What follows belongs to an exercise in optimizing a design on an open flow for small area; a production flow would make more cautious choices. Function was checked by simulation only, so behaviour that the tests miss may differ from the original. No activity file was given, so power comes from the tool's default toggle rates.

<file path="flow/design.v">
module jt34070(
    input            rst,
    input            clk,
    input            cen,
    output reg       cen2d,      
    input            mode,
    input            dataen,
    input            dump,       
    output reg       xat,
    input      [3:0] din_a,      
    input      [3:0] din_b,      
    output reg [3:0] red,
    output reg [3:0] green,
    output reg [3:0] blue
);
reg  [13:0] pal[0:15];  
reg  [ 4:0] rdcnt;
reg  [ 7:0] dlatch;
wire [ 3:0] amux;
wire [13:0] pxl_mux;
reg         rdokl, phase;
wire        rdok;
integer     aux;
assign rdok    = !mode && !dataen;
assign amux    = phase ? dlatch[7:4] : dlatch[3:0];
assign pxl_mux = pal[ amux ];
always @(posedge clk) begin
    cen2d <= ~phase & cen;
end
always @(posedge clk) begin
    if( rst ) begin
        for( aux=0; aux<16; aux=aux+1 ) pal[aux] <= 0;
        rdcnt <= 0;
        dlatch <= 0;
        rdokl <= 0;
        phase <= 0;
        red   <= 0;
        green <= 0;
        blue  <= 0;
        xat   <= 0;
    end else if(cen) begin
        rdokl <= rdok;
        phase <= ~phase;
        if( rdok ) begin
            rdcnt <= !rdokl ? 1 : rdcnt+5'd1;
        end
        if( rdok ) begin  
            if( !rdcnt[0] )
                pal[ rdcnt[4:1] ][13:8] <= { din_a[2:1], din_b };
            else
                pal[ rdcnt[4:1] ][ 7:0] <= { din_a, din_b };
        end
        if( phase ) dlatch <= { din_a, din_b };
        if( dataen ) begin
            xat <= pxl_mux[13];
            if( !pxl_mux[12] ) begin  
                { red, green, blue } <= pxl_mux[11:0];
            end
        end else begin
            { red, green, blue } <= 0;
        end
    end
end
endmodule
</file>
<file path="flow/config.mk">
export PLATFORM = sky130hd
export DESIGN_NAME = jt34070
export DESIGN_NICKNAME = jt34070
export VERILOG_FILES = /design/flow/design.v
export SDC_FILE = /design/flow/constraint.sdc
export NUM_CORES = 4
export LEC_CHECK = 0
export CAP_MARGIN = 20
export CORE_MARGIN = 2
export CORE_UTILIZATION = 40
export SLEW_MARGIN = 20
</file>
<file path="flow/constraint.sdc">
create_clock -name core_clock -period 5.0 [get_ports {clk}]
set_input_delay 1.0000 -clock core_clock [delete_from_list [all_inputs] [get_ports {clk}]]
set_output_delay 1.0000 -clock core_clock [all_outputs]
set_load 0.01 [all_outputs]
</file>
<file path="flow/run.sh">
#!/bin/bash
# synth_recipe.tcl (not shown) runs the flow's synth.tcl, then flattens the netlist and writes it again
# the make line also repeats each setting of config.mk as NAME=value (left out here)
make -C /OpenROAD-flow-scripts/flow DESIGN_CONFIG=/design/flow/config.mk WORK_HOME=/design/flow/orfs CLKGATE_MAP_FILE= SYNTH_SCRIPT=/design/flow/synth_recipe.tcl finish
</file>
==> results of run 1 <==
==> registers in the layout, indices dropped and copies added (netlist names) <==
name / flops
blue: 4
cen2d: 1
dlatch: 8
green: 4
pal: 224
phase: 1
rdcnt: 5
rdokl: 1
red: 4
xat: 1
==> tightest hold or removal path, cell delays in order (launching register included) <==
cell	delay (ps)
dfxtp_1	320
nand2_1	50
a21oi_1	50
==> cell type report <==
class	instances	area, um2
inverter	4	15.0
clock inverter	13	124
clock buffer	35	726
timing repair buffer	51	455
sequential	253	7310
multi-input combinational	541	4140
fill	2525	15500
tap	384	480
==> logic make-up (layout without fill, tap and decap cells) <==
family | count (synthesis) | in the layout | synth area share [%]
adder cells (fa/ha/maj) | 1 | 1 | 0.107
XOR/XNOR | 1 | 1 | 0.0748
multiplexers | 77 | 77 | 11.9
AND/OR/NAND/NOR | 380 | 380 | 18.5
buffers and inverters | 58 | 103 | 2.32
flip-flops | 253 | 253 | 62.4
AO/OA/AOI/OAI | 82 | 82 | 4.63
==> metrics by stage <==
stage / power (uW) / worst slack (ps) / hold WS [ps] / util [%] / cells
floorplan: 2660 / 2480 / 444 / - / 852
global placement: 2780 / 1490 / 455 / 43.0 / 1233
detailed placement: 2780 / 1460 / 457 / 43.0 / 1233
CTS: 4710 / 1720 / 466 / 46.0 / 1281
global route: 4810 / 1570 / 499 / 46.0 / 1281
finish: 4680 / 1740 / 465 / 46.0 / 1281
==> layer usage <==
metal | track usage (%) | vias to the layer above
li1 | - | 3156
met1 | 25.9 | 3380
met2 | 30.2 | 173
met3 | 2.57 | 33
met4 | 3.96 | 0
met5 | 0 | -
==> power by group through the flow <==
stage | clock (uW) | combinational, uW | sequential [uW]
floorplan | 0 | 218 | 2440
global placement | 0 | 327 | 2450
detailed placement | 0 | 329 | 2460
CTS | 1970 | 330 | 2410
global route | 2040 | 352 | 2420
finish | 1940 | 327 | 2410
==> path summary, 6_finish.rpt <==
path | cells past startpoint | slack [ps] | to
worst max register to register | 6 | 1740 | blue[0]
worst min-delay path | 2 | 460 | dlatch[7]
worst min register to register | 2 | 460 | dlatch[7]
worst max-delay path | 6 | 1740 | blue[0]
==> synthesized netlist by cell type (12+ instances only) <==
master    number
mux2i_1       25
edfxtp_1     224
a22o_1        24
clkbuf_1      36
buf_2         12
nand2_1       21
nor3_1        12
o21ai_1       12
a21oi_1       12
mux4_2        49
nand3_1       18
o21ai_0       15
dfxtp_1       29
nor2_1        47
and2_1       224
nand2b_1      19
or2_2         33
==> out/summary.txt, run 1 <==
First-pass GRT wire length: 42,400 um
Worst setup path startpoint: phase
Detailed placer's ending HPWL: 16,800 um
Status: timing/DRC/antenna clean
WL met1: 12,400 um
CTS Buf Count: 26
Clock power frac: 41.5%
CTS Sinks: 253
Headroom to the max-slew limit: 42.6%
Largest net degree at the start of global routing: 62
Max-Cap Viols: 0
Vias: 6,742
Part of the power in combinational logic: 7.0%
CTS resizes: 0
Crit path kind: register to register
EDFF count, synth: 224
P_leak: 0.00466 uW
Routed len/inst: 21.3 um
Cell taking the most area after synthesis: edfxtp_1
Width of the die: 175 um
GP Congestion: 0.814
Mapped Cells: 852
Synth Area per Inst: 13.7 um2
Grt ovf: 0
Die area: 30,600 um2
Minimum clock period: 3260 ps
Seq pwr share: 51.5%
DRC violations left: 0
Pint: 3630 uW
Sw Share: 22.4%
Slowest cell on crit path: a41o_1
Count of state elements after synthesis: 253
Final setup viols: 0
Async SR Flop Fraction: 0%
CP Data Required Time: 5450 ps
Clk Latency, worst-skew pair: 530 ps
Fmax: 307 MHz
Total GRT Usage: 18.3%
Synth Flop Type: edfxtp_1
Top Ports: 28
Final nets: 892
FF-to-FF Start: phase
TritonCTS clock tree: yes
Worst Max-Slew Pin Slew: 861 ps
Clk_skew: 9.55 ps
Final period util: 65.1%
Starting density of the core: 40.7%
Antenna Nets Post-Route: 0
Clock root cell: clkbuf_16
Worst ir drop on vdd: 207 uV
Endpoint type of the worst setup path: register
CTS H-Tree Depth: 1
Synth Net Count: 867
Post-route cell area: 13,200 um2
Most frequent cells in the layout: and2_1, edfxtp_1, mux4_2
Setup_tns: 0 ps
Number of global-route vias before repair: 6,995
Top sig layer: met4
Vias per cell: 5.26
Sequential share of the synthesized area: 62.4%
Placed Area: 12,400 um2
Height of the die: 175 um
Top-area cell type share of the netlist area: 57.5%
Pre-antenna DRT Iters: 5
Clk slew on worst S/H paths: 70 ps
Num rows: 62
P_sw: 1050 uW
Fin. Hold Viols: 0
CP Buf/Inv Count: 1
Diode count: 0
First-iteration detailed-routing DRC count: 571
Met3 WL: 1430 um
Hold-fix buffers, CTS: 0
CP startpoint kind: register
Max clock buf depth: 3
Synth warn: 1
Worst Hold Launch: dlatch[7]
Layout cell share with drive strength beyond 1: 16.9%
P per Cell Area: 353 nW/um2
Final-report max-slew violation count: 0
Initial antenna violation count: 0
RSZ-0062 raised after global routing: false
Crit-path max FO: 17
Post-CTS setup buffers: 0
Area of the core: 28,800 um2
Routed wire length: 27,200 um
Met2 routed WL: 12,900 um
Yosys cell types: 36
Top cells by area, synth: edfxtp_1, and2_1, mux4_2
CP Data Arrival Time: 3710 ps
Number of port buffers: 26
Max incr delay on CP: 770 ps
P&R area growth vs syn: 13.2%
Synth Cell Area: 11,700 um2
CP delay by family, top: compound AO/OA/AOI/OAI gates
Crit path cell chain: buf_4, mux2i_2, o21ai_0, a31oi_1, a41o_1, mux2i_1
Hold Path Class: register to register
==> run 2, diff against run 1 <==
==> flow/design.v (replaced) <==
module jt34070_aoi222(
    input  a0, b0, a1, b1, a2, b2,
    output y
);
assign y = ~((a0 & b0) | (a1 & b1) | (a2 & b2));
endmodule
module jt34070(
    input            rst,
    input            clk,
    input            cen,
    output reg       cen2d,      
    input            mode,
    input            dataen,
    input            dump,       
    output reg       xat,
    input      [3:0] din_a,      
    input      [3:0] din_b,      
    output reg [3:0] red,
    output reg [3:0] green,
    output reg [3:0] blue
);
reg  [13:0] pal[0:15];
reg  [ 4:0] rdcnt;
reg  [ 7:0] dlatch;
wire [ 3:0] amux;
reg  [13:0] pxl_mux;
reg         rdokl, phase;
wire        rdok;
wire        wr;
wire [ 7:0] wdata;
reg  [15:0] asel;
reg  [31:0] wen;
integer     k;
assign rdok  = !mode && !dataen;
assign amux  = phase ? dlatch[7:4] : dlatch[3:0];
assign wr    = cen & rdok;
assign wdata = { din_a, din_b } & {8{~rst}};
always @* begin
    for( k=0; k<32; k=k+1 )
        wen[k] = rst | ( wr && rdcnt==k );
end
always @* begin
    for( k=0; k<16; k=k+1 )
        asel[k] = amux==k;
end
genvar gb, gk;
generate
    for( gb=0; gb<14; gb=gb+1 ) begin : rd_bit
        wire [5:0] n;  
        for( gk=0; gk<5; gk=gk+1 ) begin : rd_grp
            jt34070_aoi222 u_aoi(
                .a0( asel[3*gk  ] ), .b0( pal[3*gk  ][gb] ),
                .a1( asel[3*gk+1] ), .b1( pal[3*gk+1][gb] ),
                .a2( asel[3*gk+2] ), .b2( pal[3*gk+2][gb] ),
                .y ( n[gk] )
            );
        end
        assign n[5] = ~( asel[15] & pal[15][gb] );
        always @* pxl_mux[gb] = ~&n;
    end
endgenerate
always @(posedge clk) begin
    for( k=0; k<16; k=k+1 ) begin
        if( wen[2*k] )   pal[k][13:8] <= { wdata[6:5], wdata[3:0] };
        if( wen[2*k+1] ) pal[k][ 7:0] <= wdata;
    end
end
always @(posedge clk) begin
    cen2d <= ~phase & cen;
end
always @(posedge clk) begin
    if( rst ) begin
        rdcnt <= 0;
        dlatch <= 0;
        rdokl <= 0;
        phase <= 0;
        red   <= 0;
        green <= 0;
        blue  <= 0;
        xat   <= 0;
    end else if(cen) begin
        rdokl <= rdok;
        phase <= ~phase;
        if( rdok ) begin
            rdcnt <= !rdokl ? 5'd1 : rdcnt+5'd1;
        end
        if( phase ) dlatch <= { din_a, din_b };
        if( dataen ) begin
            xat <= pxl_mux[13];
            if( !pxl_mux[12] ) begin  
                { red, green, blue } <= pxl_mux[11:0];
            end
        end else begin
            { red, green, blue } <= 0;
        end
    end
end
endmodule
--- a/flow/config.mk
+++ b/flow/config.mk
@@ -9,3 +9,4 @@
 export CORE_MARGIN = 2
 export CORE_UTILIZATION = 40
 export SLEW_MARGIN = 20
+export SYNTH_HIERARCHICAL = 1
==> run 2 against run 1 <==
Compared with the run above:
- still clean on timing, DRC and antenna
- worst setup slack lost 320 ps
- synthesized cell count is 34% lower
- hold slack worse by 5.1 ps
- sequential share of layout area up 12 points
- highest routed layer unchanged
==> out/summary.txt, run 2 <==
Status: timing/DRC/antenna clean
Layout cell share with drive strength beyond 1: 11.0% (-6.0 points)
DRC violations left: 0 (unchanged)
Headroom to the max-slew limit: 24.5% (-18 points)
Final setup viols: 0 (unchanged)
Diode count: 0 (unchanged)
Reg2reg setup slack: 1420 ps (-320 ps)
Max-Cap Viols: 0 (unchanged)
Most flops, register: pal
Final period util: 71.6% (+6.4 points)
Clock root cell: clkbuf_16
Total GRT Usage: 17.8% (-0.46 points)
CTS Sinks: 253 (unchanged)
Crit path cell chain: nor3b_1, a31oi_1, nor2_2, a222oi_1, nand4_1, o32a_1, a32oi_1, nor2_1
CP Data Required Time: 5360 ps (-90 ps)
Most frequent cells in the layout: edfxtp_1, a222oi_1, a21oi_1, o21bai_1, dfxtp_1
Area of the core: 23,300 um2 (-19%)
Post-CTS setup buffers: 0 (unchanged)
Clock power frac: 36.1% (-5.4 points)
Yosys cell types: 41 (+14%)
Antenna Nets Post-Route: 0 (unchanged)
CP Buf/Inv Count: 0 (-1)
Slowest cell on crit path: dfxtp_1
Most frequent cells after synthesis: edfxtp_1, a222oi_1, a21oi_1, o21bai_1, dfxtp_1
Starting density of the core: 40.5% (-0.18 points)
Minimum clock period: 3580 ps (+321 ps)
Clk Latency, worst-skew pair: 510 ps (-20 ps)
CP startpoint kind: register
Async SR Flop Fraction: 0% (unchanged)
Top Ports: 28 (unchanged)
Hold Path Class: register to register
Fill count: 1,983 (-21%)
Worst path depth: 8 (+2)
P_sw: 1040 uW (-0.53%)
Max clock buf depth: 3 (unchanged)
Synth Flop Type: edfxtp_1
Synth warn: 9 (+8)
Initial antenna violation count: 0 (unchanged)
FF-to-FF Start: phase
Final core utilization: 46.8% (+0.78 points)
TritonCTS clock tree: yes
Width of the die: 158 um (-9.9%)
Pint: 3570 uW (-1.6%)
Worst Max-Slew Pin Slew: 1130 ps (+272 ps)
P_leak: 0.00354 uW (-24%)
Seq pwr share: 55.0% (+3.5 points)
CTS Buf Count: 25 (-3.8%)
Routed wire length: 22,000 um (-19%)
Clk slew on worst S/H paths: 60 ps (about the same)
Top-count cell post-synth: edfxtp_1
Mapped Cells: 566 (-34%)
Crit-path max FO: 22 (+5)
Routed len/inst: 23.0 um (+8.1%)
Hold-fix buffers, CTS: 0 (unchanged)
P&R area growth vs syn: 15.6%
CP endpoint: blue[0]
Grt ovf: 0 (unchanged)
Max incr delay on CP: 790 ps (+20 ps)
Number of port buffers: 26 (unchanged)
Fin. Hold Viols: 0 (unchanged)
Setup_tns: 0 ps (unchanged)
P per Cell Area: 422 nW/um2 (+20%)
CTS H-Tree Depth: 1 (unchanged)
Sw Share: 22.6% (+0.20 points)
Detailed placer's ending HPWL: 13,700 um (-19%)
Worst setup path startpoint: phase
Commonest non-fill, non-tap cell in the layout: edfxtp_1
Final-report max-slew violation count: 0 (unchanged)
RSZ-0062 raised after global routing: false
Reg2reg end: blue[0]
CP delay by family, top: compound AO/OA/AOI/OAI gates
Number of global-route vias before repair: 5,435 (-22%)
Num rows: 56 (-9.7%)
Cell taking the most area after synthesis: edfxtp_1
Largest net degree at the start of global routing: 62 (unchanged)
Die area: 24,900 um2 (-19%)
Count of state elements after synthesis: 253 (unchanged)
Largest register FFs: 224 (unchanged)
Reg2Reg Depth: 8 (+2)
Clk_skew: 12.1 ps (+2.53 ps)
Synth Net Count: 586 (-32%)
Endpoint type of the worst setup path: register
Synth Cell Area: 9450 um2 (-19%)
CP Data Arrival Time: 3930 ps (+220 ps)
Part of the power in combinational logic: 8.9% (+1.9 points)
Top cells by area, synth: edfxtp_1, a222oi_1, dfxtp_1
Top-area cell type share of the netlist area: 71.2% (+14 points)
CTS resizes: 0 (unchanged)
Pre-antenna DRT Iters: 5 (unchanged)
Sequential share of the synthesized area: 77.3% (+15 points)
EDFF count, synth: 224 (unchanged)
GP Congestion: 0.818 (+0.44%)
Crit path kind: register to register
Vias: 5,599 (-17%)
Fmax: 279 MHz (-9.0%)
Height of the die: 158 um (-9.9%)
Final nets: 641 (-28%)
Synth Area per Inst: 16.7 um2 (+21%)
First-iteration detailed-routing DRC count: 777 (+36%)
Vias per cell: 5.85 (+11%)
Worst ir drop on vdd: 218 uV (+5.0%)
First-pass GRT wire length: 32,900 um (-22%)
Largest regs: pal: 224 flops, dlatch: 8 flops, rdcnt: 5 flops
==> run 2: worst min path at each step <==
stage,start,endpoint,depth (start not counted)
floorplan,rdcnt[1],rdcnt[1],2
global placement,red[1],red[1],2
detailed placement,blue[3],blue[3],2
CTS,blue[3],blue[3],2
global route,red[3],red[3],2
finish,blue[3],blue[3],2
==> run 2: power groups by stage <==
stage | registers [uW] | logic, uW | clock network [uW]
after global routing | 2550 | 443 | 1780
after floorplan | 2570 | 238 | 0
after CTS | 2540 | 409 | 1690
after detailed placement | 2580 | 408 | 0
final | 2540 | 411 | 1660
after global placement | 2570 | 399 | 0
==> run 2: worst reg2reg max path: stages, from the launching register on <==
cell,delay (ps)
dfxtp_1,790
nor3b_1,120
a31oi_1,560
nor2_2,320
a222oi_1,520
nand4_1,320
o32a_1,520
a32oi_1,200
nor2_1,60
==> run 2: cell type report <==
type                            count  area, um2  share of cell area (%)
Sequential cell                   253       7310                    66.9
Multi-Input combinational cell    286       2050                    18.7
Clock buffer                       35        683                    6.25
Timing Repair Buffer               47        417                    3.81
Tap cell                          319        399                    3.65
Clock inverter                      9       40.0                   0.367
Inverter                            8       30.0                   0.275
==> run 2: cell families (layout without fill, tap and decap cells) <==
logic type | count (synthesis) | count (layout) | synth area share, %
XOR/XNOR | 1 | 1 | 0.0927
AND/OR/NAND/NOR | 124 | 124 | 6.91
adder cells (fa/ha/maj) | 6 | 6 | 0.795
flip-flops | 253 | 253 | 77.3
buffers and inverters | 27 | 99 | 1.28
AO/OA/AOI/OAI | 155 | 155 | 13.6
==> run 2: per-module statistics from Yosys, one instance, submodules excluded <==
module,flip-flops and latches,cell area [um2],cells inside,times used
jt34070_aoi222,0,10.0,1,70
jt34070,253,8750,496,1
==> run 2: layer usage <==
| layer | up-vias | global-route usage [%] | share of wire, % |
|---|---|---|---|
| li1 | 2496 | - | - |
| met1 | 2841 | 23.9 | 41 |
| met2 | 233 | 30.6 | 51 |
| met3 | 29 | 2.87 | 7.3 |
| met4 | 0 | 4.11 | 1.5 |
| met5 | - | 0 | 0 |
==> run 2: stage by stage <==
step           total power [uW]  hold slack, ps  instances  setup slack, ps  cell area (um2)
2_1_floorplan              2800             477        566             2370             9450
3_3_place_gp               2970             452        911             1340            10200
3_5_place_dp               2990             454        913             1270            10200
4_1_cts                    4640             463        957             1380            10900
5_1_grt                    4780             484        957             1240            10900
6_report                   4610             460        957             1420            10900

[separate check: timing with driven ports]
Ports are ideal in the flow. The routed layouts listed here were re-timed in OpenROAD.
Step 1 sets driving cells, clkbuf_16 on the clock port and buf_2 on the other inputs (assumed; they add their load-dependent delay and slew).
Step 2 also shifts input and output timing later by t, the mid clock arrival at the registers, as if the neighbouring blocks saw the same clock.
a / b / c = ideal ports / drivers / drivers and shift; a / b = the first two.
run | t, ns | slack for setup (ns) | hold WS [ns] | worst setup path at the end
run 1 | 0.571 | 1.743 / 1.743 / 1.438 | 0.465 / 0.465 / 0.465 | input to register
run 2 | 0.552 | 1.422 / 1.422 / 1.198 | 0.460 / 0.460 / 0.460 | input to register
After both steps every run listed still meets setup and hold. The setup slack of run 1, which loses most, moves by 0.000 ns with the drivers and by -0.305 ns with both steps.
